What follows belongs to an exercise in optimizing a design on an open flow for small area; a production flow would make more cautious choices.
Function was checked by simulation only, so behaviour that the tests miss may differ from the original.
No driver is modelled on the clock port, so clocking that relies on it looks cheaper here than on a real chip.
No activity file was given, so power comes from the tool's default toggle rates.

==> 08-13: inputs <==
==> flow/design.v <==
module top(
	clk_50MHz,
	rst,
	SWC,
	SWR0,
	SWR1,
	SWR2,
	SWR3,
	a,
	b,
	c,
	d,
	e,
	f,
	g,
	ds,
	vpassed,
	vnotpassed,
	vopened
);
input clk_50MHz, rst;
input [3:0] SWC;
output SWR0, SWR1, SWR2, SWR3;
output a, b, c, d, e, f, g;
output [7:0] ds;
output vpassed, vnotpassed, vopened;
reg [15:0] lf;
wire tick = (lf == 16'h71c8);
wire lf_fb = lf[15] ^ lf[14] ^ lf[12] ^ lf[3];
always @(posedge clk_50MHz)
	if (!rst)
		lf <= 16'hcc6b;
	else if (tick)
		lf <= 16'h4c6b;
	else
		lf <= {~lf[14:0], lf_fb};
reg [2:0] sel;
always @(posedge clk_50MHz)
	if (!rst)
		sel <= 3'd0;
	else if (tick)
		sel <= sel + 3'd1;
assign {SWR0, SWR1, SWR2, SWR3} = ~(4'b1000 >> sel[1:0]);
wire [7:0] dsel = 8'b10000000 >> sel;    
assign ds = ~dsel;
wire pressed = ~&SWC;
reg sx;
reg [3:0] st;
always @(posedge clk_50MHz)
	if (!rst) begin
		sx <= 1'b0;
		st <= 4'd9;
	end else if (tick) begin
		sx <= pressed;
		if (sx)
			st <= (st[3] & ~st[1]) ? 4'd10 : 4'd0;    
		else if (st == 4'd10)
			st <= 4'd1;
		else if (st != 4'd9)
			st <= st + 4'd1;
	end
wire rise = tick & (st == 4'd10);
reg [1:0] col;
always @(posedge clk_50MHz)
	if (tick & pressed)
		col <= {~SWC[1] | ~SWC[0], ~SWC[2] | ~SWC[0]};
wire [1:0] row = sx ? {sel[1] ~^ sel[0], ~sel[0]} : {~sel[1], sel[0]};
wire [3:0] key = {row, col};
reg [31:0] buf32;
reg P, N, s;
wire msg = P | N;
wire valid = ~(buf32[31] & buf32[30]);
wire is_digit = ~key[3] | (key[2:1] == 2'b00);
wire k_c = key == 4'hc, k_d = key == 4'hd, k_e = key == 4'he, k_f = key == 4'hf;
wire act = rise & ~msg;
wire set = ~rst | (rise & (msg ? ~(key == 4'hb && P) : k_c));
wire shl = act & is_digit;
wire shr = act & k_d;
wire hold = ~(set | shl | shr);
always @(posedge clk_50MHz)
	buf32 <= {32{set}} | ({32{shl}} & {buf32[27:0], key}) |
		({32{shr}} & {4'hF, buf32[31:4]}) | ({32{hold}} & buf32);
reg [31:0] pw;
reg [2:0] ph;
reg mm, dflt;
wire at = (ph == sel);
wire ld = P & s & ~N;                   
wire [3:0] dig;
reg [3:0] pw0;
always @(*)
	case (sel)
	3'd0: pw0 = 4'h1;
	3'd1: pw0 = 4'h5;
	3'd2: pw0 = 4'h0;
	3'd3: pw0 = 4'h7;
	3'd4: pw0 = 4'h1;
	3'd5: pw0 = 4'h0;
	3'd6: pw0 = 4'h2;
	default: pw0 = 4'h5;
	endcase
wire [3:0] pwd = pw[31:28];
wire match = ~mm;
always @(posedge clk_50MHz) begin
	ph <= ph + 3'd1;
	pw <= {pw[27:0], ((ld | dflt) & at) ? (dflt ? pw0 : dig) : pw[31:28]};
end
always @(posedge clk_50MHz)
	if (!rst) begin
		mm <= 1'b1;
		dflt <= 1'b1;
	end else begin
		if (rise)
			mm <= 1'b0;
		else if (at & (pwd != dig))
			mm <= 1'b1;
		if (act & k_e & valid)
			dflt <= 1'b0;
	end
always @(posedge clk_50MHz)
	if (!rst) begin
		P <= 1'b0;
		N <= 1'b0;
	end else if (rise) begin
		if (msg) begin
			if (key == 4'hb && P)
				N <= 1'b1;
			else begin
				P <= 1'b0;
				N <= 1'b0;
			end
		end else if (k_f) begin
			P <= match;
			N <= ~match;
		end else if (k_e) begin
			P <= valid;
			N <= ~valid;
		end
	end
always @(posedge clk_50MHz)
	if (act)
		s <= ~key[0];
assign vpassed = ~P;
assign vnotpassed = ~(N & ~P);
assign vopened = ~(P & N);
reg [3:0] digm;
integer i;
always @(*) begin
	digm = 4'h0;
	for (i = 0; i < 8; i = i + 1)
		digm = digm | ({4{dsel[7 - i]}} & buf32[4 * (7 - i) +: 4]);
end
assign dig = digm;
reg [3:0] mch;
always @(*)
	case ({P, N, s})
	3'b110, 3'b111: mch = 32'hCC0BEDCC >> (4 * (7 - sel));  
	3'b100: mch = 32'hCCBA55CC >> (4 * (7 - sel));          
	3'b101: mch = 32'hCC5ECBCC >> (4 * (7 - sel));          
	3'b010: mch = 32'hCCCEECCC >> (4 * (7 - sel));          
	default: mch = 32'hC5ECCD0C >> (4 * (7 - sel));         
	endcase
wire [3:0] nib = msg ? mch : dig;
reg [6:0] seg;
always @(*)
	case (nib)
	4'h0: seg = 7'b1111110;
	4'h1: seg = 7'b0110000;
	4'h2: seg = 7'b1101101;
	4'h3: seg = 7'b1111001;
	4'h4: seg = 7'b0110011;
	4'h5: seg = 7'b1011011;
	4'h6: seg = 7'b1011111;
	4'h7: seg = 7'b1110000;
	4'h8: seg = 7'b1111111;
	4'h9: seg = 7'b1111011;
	4'ha: seg = 7'b1110111;
	4'hb: seg = 7'b1100111;
	4'hc: seg = 7'b0000001;
	4'hd: seg = 7'b0010101;
	4'he: seg = 7'b1001111;
	default: seg = 7'b0000000;
	endcase
assign {a, b, c, d, e, f, g} = seg;
endmodule
==> flow/flow/run.sh <==
#!/bin/bash
# Own layout flow:
#  1. the standard synthesis (standard.sh synth), unchanged;
#  2. the combinational logic between the flip-flops is re-mapped by ABC for
#     area, with a few ABC scripts in parallel; the smallest netlist is kept.
#     Every flip-flop instance (name and cell) stays as the standard synthesis
#     made it;
#  3. the standard layout from floorplan to finish, with the ports
#     buffered by buf_1 cells and a clock tree of clkbuf_4 and clkbuf_8 cells without
#     dummy loads.
# Each tool's output goes to a flow_*.log file in the work folder.
set -euo pipefail
W=$(pwd)
R=$W/orfs/results/$FLOW_PLATFORM/top/base
LIB=$FLOW_HOME/platforms/$FLOW_PLATFORM/lib/sky130_fd_sc_hd__tt_025C_1v80.lib

bash standard.sh synth > $W/flow_synth.log 2>&1
cp $R/1_2_yosys.v $W/standard_synth.v

SCRIPTS=(
	'+strash;&get,-n;&deepsyn,-J,500;&put;dch,-f;amap'
	'+strash;&get,-n;&deepsyn,-J,500,-S,1;&put;dch,-f;amap'
	'+strash;&get,-n;&deepsyn,-J,500,-S,3;&put;dch,-f;amap'
	'+strash;&get,-n;&deepsyn,-J,500;&dch,-f;&nf,-R,1000;&put'
)
for i in "${!SCRIPTS[@]}"; do
	sed -e "s#@LIB@#$LIB#g" -e "s#@IN@#$W/standard_synth.v#g" -e "s#@OUT@#$W/resyn_$i.v#g" \
		flow/resyn.ys > $W/resyn_$i.ys
	printf '%s\n' "${SCRIPTS[$i]#+}" | tr ';,' '\n ' > $W/resyn_$i.abc
	sed -i "s#@SCRIPT@#$W/resyn_$i.abc#" $W/resyn_$i.ys
	( yosys -l $W/flow_resyn_$i.log -q $W/resyn_$i.ys > /dev/null 2>&1 || true ) &
done
wait

# keep the smallest netlist that has every flip-flop of the standard synthesis
ff() { grep -oE '^ +sky130_fd_sc_hd__[a-z]*df[a-z0-9_]* +[^ ]+' "$1" | sort; }
best=""
best_area=""
for i in "${!SCRIPTS[@]}"; do
	[[ -s $W/resyn_$i.v ]] || continue
	[[ "$(ff $W/standard_synth.v)" == "$(ff $W/resyn_$i.v)" ]] || continue
	a=$(grep "Chip area" $W/flow_resyn_$i.log | tail -1 | awk '{print $NF}')
	if [[ -z "$best" ]] || awk -v a="$a" -v b="$best_area" 'BEGIN{exit !(a < b)}'; then
		best=$i
		best_area=$a
	fi
done
echo "re-mapped netlists: best is $best with area $best_area" > $W/flow_pick.log
if [[ -n "$best" ]]; then
	cp $W/resyn_$best.v $R/1_2_yosys.v
	rm -f $R/1_synth.odb $R/1_synth.sdc
fi

bash standard.sh finish \
	"BUFFER_PORTS_ARGS=-buffer_cell sky130_fd_sc_hd__buf_1" \
	"CTS_ARGS=-sink_clustering_enable -repair_clock_nets -dont_use_dummy_load -buf_list {sky130_fd_sc_hd__clkbuf_4 sky130_fd_sc_hd__clkbuf_8}" \
	> $W/flow_finish.log 2>&1
==> flow/flow/resyn.ys <==
read_liberty -ignore_miss_func @LIB@
read_verilog @IN@
hierarchy -top top
setattr -mod -set keep_hierarchy 1 sky130_fd_sc_hd__df* sky130_fd_sc_hd__edf*
flatten top
opt -purge top
abc -liberty @LIB@ -dont_use *probe_p* -dont_use *lpflow* -script @SCRIPT@ top
opt_clean -purge top
hilomap -singleton -hicell sky130_fd_sc_hd__conb_1 HI -locell sky130_fd_sc_hd__conb_1 LO top
opt_clean -purge top
stat -liberty @LIB@ top
select top
write_verilog -noattr -noexpr -nohex -nodec -selected @OUT@
==> flow/standard.sh <==
#!/bin/bash
# synth_recipe.tcl (not shown) runs the flow's synth.tcl, then flattens the netlist and writes it again
# the make line also repeats each setting of config.mk as NAME=value (left out here)
make -C /OpenROAD-flow-scripts/flow DESIGN_CONFIG=/design/flow/config.mk WORK_HOME=/design/flow/orfs CLKGATE_MAP_FILE= SYNTH_SCRIPT=/design/flow/synth_recipe.tcl "${@:-finish}"
==> flow/config.mk <==
export PLATFORM = sky130hd
export DESIGN_NAME = top
export DESIGN_NICKNAME = top
export VERILOG_FILES = /design/flow/design.v
export SDC_FILE = /design/flow/constraint.sdc
export NUM_CORES = 4
export LEC_CHECK = 0
export CAP_MARGIN = 20
export CORE_MARGIN = 2
export CORE_UTILIZATION = 40
export SLEW_MARGIN = 20
==> flow/constraint.sdc <==
create_clock -name core_clock -period 20.0 [get_ports {clk_50MHz}]
set_input_delay 4.0000 -clock core_clock [delete_from_list [all_inputs] [get_ports {clk_50MHz}]]
set_output_delay 4.0000 -clock core_clock [all_outputs]
set_load 0.01 [all_outputs]
==> 07-28 (differences from 08-13) <==
--- a/flow/design.v
+++ b/flow/design.v
@@ -25,15 +25,14 @@
 output [7:0] ds;
 output vpassed, vnotpassed, vopened;
 reg [15:0] lf;
-wire tick = (lf == 16'h71c8);
-wire lf_fb = lf[15] ^ lf[14] ^ lf[12] ^ lf[3];
+wire tick = (lf == 16'h3ccc);
 always @(posedge clk_50MHz)
 	if (!rst)
-		lf <= 16'hcc6b;
+		lf <= 16'hcf7c;
 	else if (tick)
-		lf <= 16'h4c6b;
+		lf <= 16'hcffc;
 	else
-		lf <= {~lf[14:0], lf_fb};
+		lf <= {~lf[14:0], lf[15] ^ lf[6]};
 reg [2:0] sel;
 always @(posedge clk_50MHz)
 	if (!rst)
@@ -101,7 +100,7 @@
 wire [3:0] pwd = pw[31:28];
 wire match = ~mm;
 always @(posedge clk_50MHz) begin
-	ph <= ph + 3'd1;
+	ph <= rst ? ph + 3'd1 : 3'd0;
 	pw <= {pw[27:0], ((ld | dflt) & at) ? (dflt ? pw0 : dig) : pw[31:28]};
 end
 always @(posedge clk_50MHz)
==> flow/flow/run.sh (replaced) <==
#!/bin/bash
# Own layout flow:
#  1. the standard synthesis (standard.sh synth), unchanged;
#  2. the combinational logic between the flip-flops is re-mapped by ABC for
#     area with several ABC scripts, four at a time; the smallest netlist that
#     keeps every flip-flop instance (name and cell) of the standard synthesis
#     is used;
#  3. the standard layout up to CTS, with the ports buffered by buf_1
#     cells and a clock tree of clkbuf_4 cells without dummy loads;
#  4. clock-tree buffers are upsized to clkbuf_8 where a flip-flop clock pin's
#     estimated slew is over 100 ps (clkfix.tcl);
#  5. the standard layout from global route to finish.
# Each tool's output goes to a flow_*.log file in the work folder.
set -euo pipefail
W=$(pwd)
R=$W/orfs/results/$FLOW_PLATFORM/top/base
PLAT=$FLOW_HOME/platforms/$FLOW_PLATFORM
LIB=$PLAT/lib/sky130_fd_sc_hd__tt_025C_1v80.lib
ARGS=(
	"BUFFER_PORTS_ARGS=-buffer_cell sky130_fd_sc_hd__buf_1"
	"CTS_ARGS=-sink_clustering_enable -repair_clock_nets -dont_use_dummy_load -buf_list {sky130_fd_sc_hd__clkbuf_4}"
)

bash standard.sh synth > $W/flow_synth.log 2>&1
cp $R/1_2_yosys.v $W/standard_synth.v

SCRIPTS=(
	'+strash;&get,-n;&deepsyn,-J,500;&put;dch,-f;amap'
	'+strash;&get,-n;&deepsyn,-J,500,-S,1;&put;dch,-f;amap'
	'+strash;&get,-n;&deepsyn,-J,500,-S,2;&put;dch,-f;amap'
	'+strash;&get,-n;&deepsyn,-J,500,-S,3;&put;dch,-f;amap'
	'+strash;&get,-n;&deepsyn,-J,500,-S,4;&put;dch,-f;amap'
	'+strash;&get,-n;&deepsyn,-J,500,-S,5;&put;dch,-f;amap'
	'+strash;&get,-n;&deepsyn,-J,500;&dch,-f;&nf,-R,1000;&put'
	'+strash;&get,-n;&deepsyn,-J,500,-S,1;&dch,-f;&nf,-R,1000;&put'
)
run_one() {
	local i=$1
	sed -e "s#@LIB@#$LIB#g" -e "s#@IN@#$W/standard_synth.v#g" -e "s#@OUT@#$W/resyn_$i.v#g" \
		-e "s#@SCRIPT@#$W/resyn_$i.abc#" flow/resyn.ys > $W/resyn_$i.ys
	printf '%s\n' "${SCRIPTS[$i]#+}" | tr ';,' '\n ' > $W/resyn_$i.abc
	yosys -l $W/flow_resyn_$i.log -q $W/resyn_$i.ys > /dev/null 2>&1 || true
}
for i in "${!SCRIPTS[@]}"; do
	run_one $i &
	if (( i % 4 == 3 )); then wait; fi
done
wait

# keep the smallest netlist that has every flip-flop of the standard synthesis
ff() { grep -oE '^ +sky130_fd_sc_hd__[a-z]*df[a-z0-9_]* +[^ ]+' "$1" | sort; }
best=""
best_area=""
for i in "${!SCRIPTS[@]}"; do
	[[ -s $W/resyn_$i.v ]] || continue
	[[ "$(ff $W/standard_synth.v)" == "$(ff $W/resyn_$i.v)" ]] || continue
	a=$(grep "Chip area" $W/flow_resyn_$i.log | tail -1 | awk '{print $NF}')
	echo "netlist $i: area $a" >> $W/flow_pick.log
	if [[ -z "$best" ]] || awk -v a="$a" -v b="$best_area" 'BEGIN{exit !(a < b)}'; then
		best=$i
		best_area=$a
	fi
done
echo "best is $best with area $best_area" >> $W/flow_pick.log
if [[ -n "$best" ]]; then
	cp $W/resyn_$best.v $R/1_2_yosys.v
	rm -f $R/1_synth.odb $R/1_synth.sdc
fi

bash standard.sh cts "${ARGS[@]}" > $W/flow_cts.log 2>&1

cp $R/4_cts.odb $W/cts_before_clkfix.odb
if ! CTS_ODB=$R/4_cts.odb CTS_SDC=$R/4_cts.sdc LIB=$LIB PLATFORM_DIR=$PLAT CLK_SLEW_TARGET=0.10 \
	openroad -no_init -exit flow/clkfix.tcl > $W/flow_clkfix.log 2>&1; then
	echo "clkfix failed; keeping the clock tree as CTS made it" >> $W/flow_clkfix.log
	cp $W/cts_before_clkfix.odb $R/4_cts.odb
fi

bash standard.sh finish "${ARGS[@]}" > $W/flow_finish.log 2>&1
==> flow/flow/clkfix.tcl (new file) <==
# After CTS: upsize clock-tree buffers (clkbuf_4 -> clkbuf_8) until every
# flip-flop clock pin's estimated slew is under the target, then legalize.
# Reads and rewrites $::env(CTS_ODB).
set lib $::env(LIB)
read_db $::env(CTS_ODB)
read_liberty $lib
read_sdc $::env(CTS_SDC)
source $::env(PLATFORM_DIR)/setRC.tcl
set_propagated_clock [all_clocks]
set target $::env(CLK_SLEW_TARGET)
set big sky130_fd_sc_hd__clkbuf_8

proc worst_sink {} {
  set worst 0
  set wp ""
  foreach p [get_pins -of_objects [all_registers] -filter "is_clock==1"] {
    set s [get_property $p slew_max]
    if { $s > $worst } { set worst $s; set wp $p }
  }
  return [list $worst $wp]
}

for { set it 0 } { $it < 40 } { incr it } {
  estimate_parasitics -placement
  lassign [worst_sink] worst wp
  puts "iteration $it: worst clock pin slew [format %.4f $worst] at [get_full_name $wp]"
  if { $worst <= $target } { break }
  # the buffer driving the worst pin; if it is already big, its driver
  set net [get_nets -of_objects $wp]
  set drv [get_cells -of_objects [get_pins -of_objects $net -filter "direction==output"]]
  set done 0
  while { $drv != "" && !$done } {
    set ref [get_property $drv ref_name]
    if { [string match "*clkbuf*" $ref] && $ref != $big } {
      puts "  upsize [get_full_name $drv] $ref -> $big"
      replace_cell $drv $big
      set done 1
    } else {
      set in [get_pins -of_objects $drv -filter "direction==input"]
      if { [llength $in] != 1 } { break }
      set drvnet [get_nets -of_objects $in]
      set drv [get_cells -quiet -of_objects [get_pins -quiet -of_objects $drvnet -filter "direction==output"]]
    }
  }
  if { !$done } { break }
}
detailed_placement
check_placement
write_db $::env(CTS_ODB)
--- a/flow/config.mk
+++ b/flow/config.mk
@@ -7,5 +7,5 @@
 export LEC_CHECK = 0
 export CAP_MARGIN = 20
 export CORE_MARGIN = 2
-export CORE_UTILIZATION = 40
+export CORE_UTILIZATION = 55
 export SLEW_MARGIN = 20
==> 11-23 (differences from 08-13) <==
--- a/flow/design.v
+++ b/flow/design.v
@@ -67,7 +67,7 @@
 wire [1:0] row = sx ? {sel[1] ~^ sel[0], ~sel[0]} : {~sel[1], sel[0]};
 wire [3:0] key = {row, col};
 reg [31:0] buf32;
-reg P, N, s;
+reg P, N, O, s;
 wire msg = P | N;
 wire valid = ~(buf32[31] & buf32[30]);
 wire is_digit = ~key[3] | (key[2:1] == 2'b00);
@@ -84,7 +84,7 @@
 reg [2:0] ph;
 reg mm, dflt;
 wire at = (ph == sel);
-wire ld = P & s & ~N;                   
+wire ld = P & s & ~O;                   
 wire [3:0] dig;
 reg [3:0] pw0;
 always @(*)
@@ -98,11 +98,11 @@
 	3'd6: pw0 = 4'h2;
 	default: pw0 = 4'h5;
 	endcase
-wire [3:0] pwd = pw[31:28];
+wire [3:0] pwd = dflt ? pw0 : pw[31:28];
 wire match = ~mm;
 always @(posedge clk_50MHz) begin
 	ph <= ph + 3'd1;
-	pw <= {pw[27:0], ((ld | dflt) & at) ? (dflt ? pw0 : dig) : pw[31:28]};
+	pw <= {pw[27:0], (ld & at) ? dig : pw[31:28]};
 end
 always @(posedge clk_50MHz)
 	if (!rst) begin
@@ -120,13 +120,15 @@
 	if (!rst) begin
 		P <= 1'b0;
 		N <= 1'b0;
+		O <= 1'b0;
 	end else if (rise) begin
 		if (msg) begin
 			if (key == 4'hb && P)
-				N <= 1'b1;
+				O <= 1'b1;
 			else begin
 				P <= 1'b0;
 				N <= 1'b0;
+				O <= 1'b0;
 			end
 		end else if (k_f) begin
 			P <= match;
@@ -140,8 +142,8 @@
 	if (act)
 		s <= ~key[0];
 assign vpassed = ~P;
-assign vnotpassed = ~(N & ~P);
-assign vopened = ~(P & N);
+assign vnotpassed = ~N;
+assign vopened = ~O;
 reg [3:0] digm;
 integer i;
 always @(*) begin
@@ -152,10 +154,10 @@
 assign dig = digm;
 reg [3:0] mch;
 always @(*)
-	case ({P, N, s})
-	3'b110, 3'b111: mch = 32'hCC0BEDCC >> (4 * (7 - sel));  
-	3'b100: mch = 32'hCCBA55CC >> (4 * (7 - sel));          
-	3'b101: mch = 32'hCC5ECBCC >> (4 * (7 - sel));          
+	case ({O, N, s})
+	3'b100, 3'b101: mch = 32'hCC0BEDCC >> (4 * (7 - sel));  
+	3'b000: mch = 32'hCCBA55CC >> (4 * (7 - sel));          
+	3'b001: mch = 32'hCC5ECBCC >> (4 * (7 - sel));          
 	3'b010: mch = 32'hCCCEECCC >> (4 * (7 - sel));          
 	default: mch = 32'hC5ECCD0C >> (4 * (7 - sel));         
 	endcase
==> flow/flow/run.sh (replaced) <==
#!/bin/bash
# Own layout flow: the standard synthesis, then the combinational logic
# between the (unchanged) flip-flops is re-mapped by ABC for area, then
# the standard layout from floorplan to finish.
set -euo pipefail
W=$(pwd)
R=$W/orfs/results/$FLOW_PLATFORM/top/base
LIB=$FLOW_HOME/platforms/$FLOW_PLATFORM/lib/sky130_fd_sc_hd__tt_025C_1v80.lib

bash standard.sh synth > $W/flow_synth.log 2>&1

cp $R/1_2_yosys.v $W/standard_synth.v
sed -e "s#@LIB@#$LIB#g" -e "s#@IN@#$W/standard_synth.v#g" -e "s#@OUT@#$W/resyn.v#g" \
	flow/resyn.ys > $W/resyn.ys
yosys -l $W/flow_resyn.log -q $W/resyn.ys > /dev/null 2>&1

ff() { grep -oE '^ +sky130_fd_sc_hd__[a-z]*df[a-z0-9_]* +[^ ]+' "$1" | sort; }
if [[ "$(ff $W/standard_synth.v)" != "$(ff $W/resyn.v)" ]]; then
	echo "flip-flops differ after re-mapping" >&2
	exit 1
fi

cp $W/resyn.v $R/1_2_yosys.v
rm -f $R/1_synth.odb $R/1_synth.sdc
bash standard.sh finish > $W/flow_finish.log 2>&1
--- a/flow/flow/resyn.ys
+++ b/flow/flow/resyn.ys
@@ -4,7 +4,7 @@
 setattr -mod -set keep_hierarchy 1 sky130_fd_sc_hd__df* sky130_fd_sc_hd__edf*
 flatten top
 opt -purge top
-abc -liberty @LIB@ -dont_use *probe_p* -dont_use *lpflow* -script @SCRIPT@ top
+abc -liberty @LIB@ -dont_use *probe_p* -dont_use *lpflow* -script +strash;&get,-n;&deepsyn,-J,500;&put;dch,-f;amap top
 opt_clean -purge top
 hilomap -singleton -hicell sky130_fd_sc_hd__conb_1 HI -locell sky130_fd_sc_hd__conb_1 LO top
 opt_clean -purge top
==> qor summary <==
quantity	11-23	07-28	08-13
Slowest cell on the critical path	sky130_fd_sc_hd__nor4_1	sky130_fd_sc_hd__o311ai_0	sky130_fd_sc_hd__nor4_1
Routed metal-1 wire length	3890 um	3860 um	4110 um
Tap cell count	108	77	108
Post-Synthesis Cell Area	0.00357 mm2	0.00352 mm2	0.00352 mm2
Wire length of the first global-routing pass	14200 um	13300 um	13900 um
Clock tree cell share of total cell area	5.34%	2.89%	3.16%
Outcome	complete, no violations	complete, no violations	complete, no violations
Global routing met3 resource utilization	6.03%	6.43%	4.72%
Clk root buf	sky130_fd_sc_hd__clkbuf_8	sky130_fd_sc_hd__clkbuf_4	sky130_fd_sc_hd__clkbuf_8
VDD IR max	0.0369 mV	0.0770 mV	0.0481 mV
Via count of the first global-routing pass	2913	2690	2741
Worst-skew pair later-pin latency	360 ps	430 ps	360 ps
Number of rows in the core area	34	29	34
Comb pwr	5.48 uW	9.27 uW	32.5 uW
Total of clock buffers placed in the layout	11	9	9
Placement Cell Area	0.00401 mm2	0.00374 mm2	0.00379 mm2
Area of the core	0.00868 mm2	0.00628 mm2	0.00864 mm2
FILL cells	845	570	880
Worst R2R Start	sel[1]	lf[0]	sel[1]

-- port drivers added, routing unchanged --
The flow's constraints put no driver on any port. The routed layouts listed below were extracted and timed again, unchanged, in two steps.
Step 1 (the two cells are an assumption about what drives the block):
set clk [get_ports {clk_50MHz}]
set_driving_cell -lib_cell sky130_fd_sc_hd__clkbuf_16 $clk
set_driving_cell -lib_cell sky130_fd_sc_hd__buf_2 [delete_from_list [all_inputs] $clk]
Step 2 adds t to the input delays and takes it off the output delays; t is the mean of the earliest and latest rising clock arrival at the registers after step 1. Input paths then give back, and output paths get back, about the clock's delay inside the block.
a / b / c = ideal / step 1 / step 2; a / b = the first two.
run	t (ns)	slack for setup (ns)	hold slack, ns	slew at the worst register clock pin (ns)	pins driven straight from the clock port
08-13	0.378	11.488 / 11.454 / 11.831	0.310 / 0.310 / 0.310	0.10 / 0.10	1
07-28	0.446	11.765 / 11.737 / 12.183	0.315 / 0.315 / 0.315	0.10 / 0.10	1
11-23	0.387	11.611 / 11.579 / 11.966	0.332 / 0.332 / 0.332	0.10 / 0.10	1
After both steps every run listed still meets setup and hold.
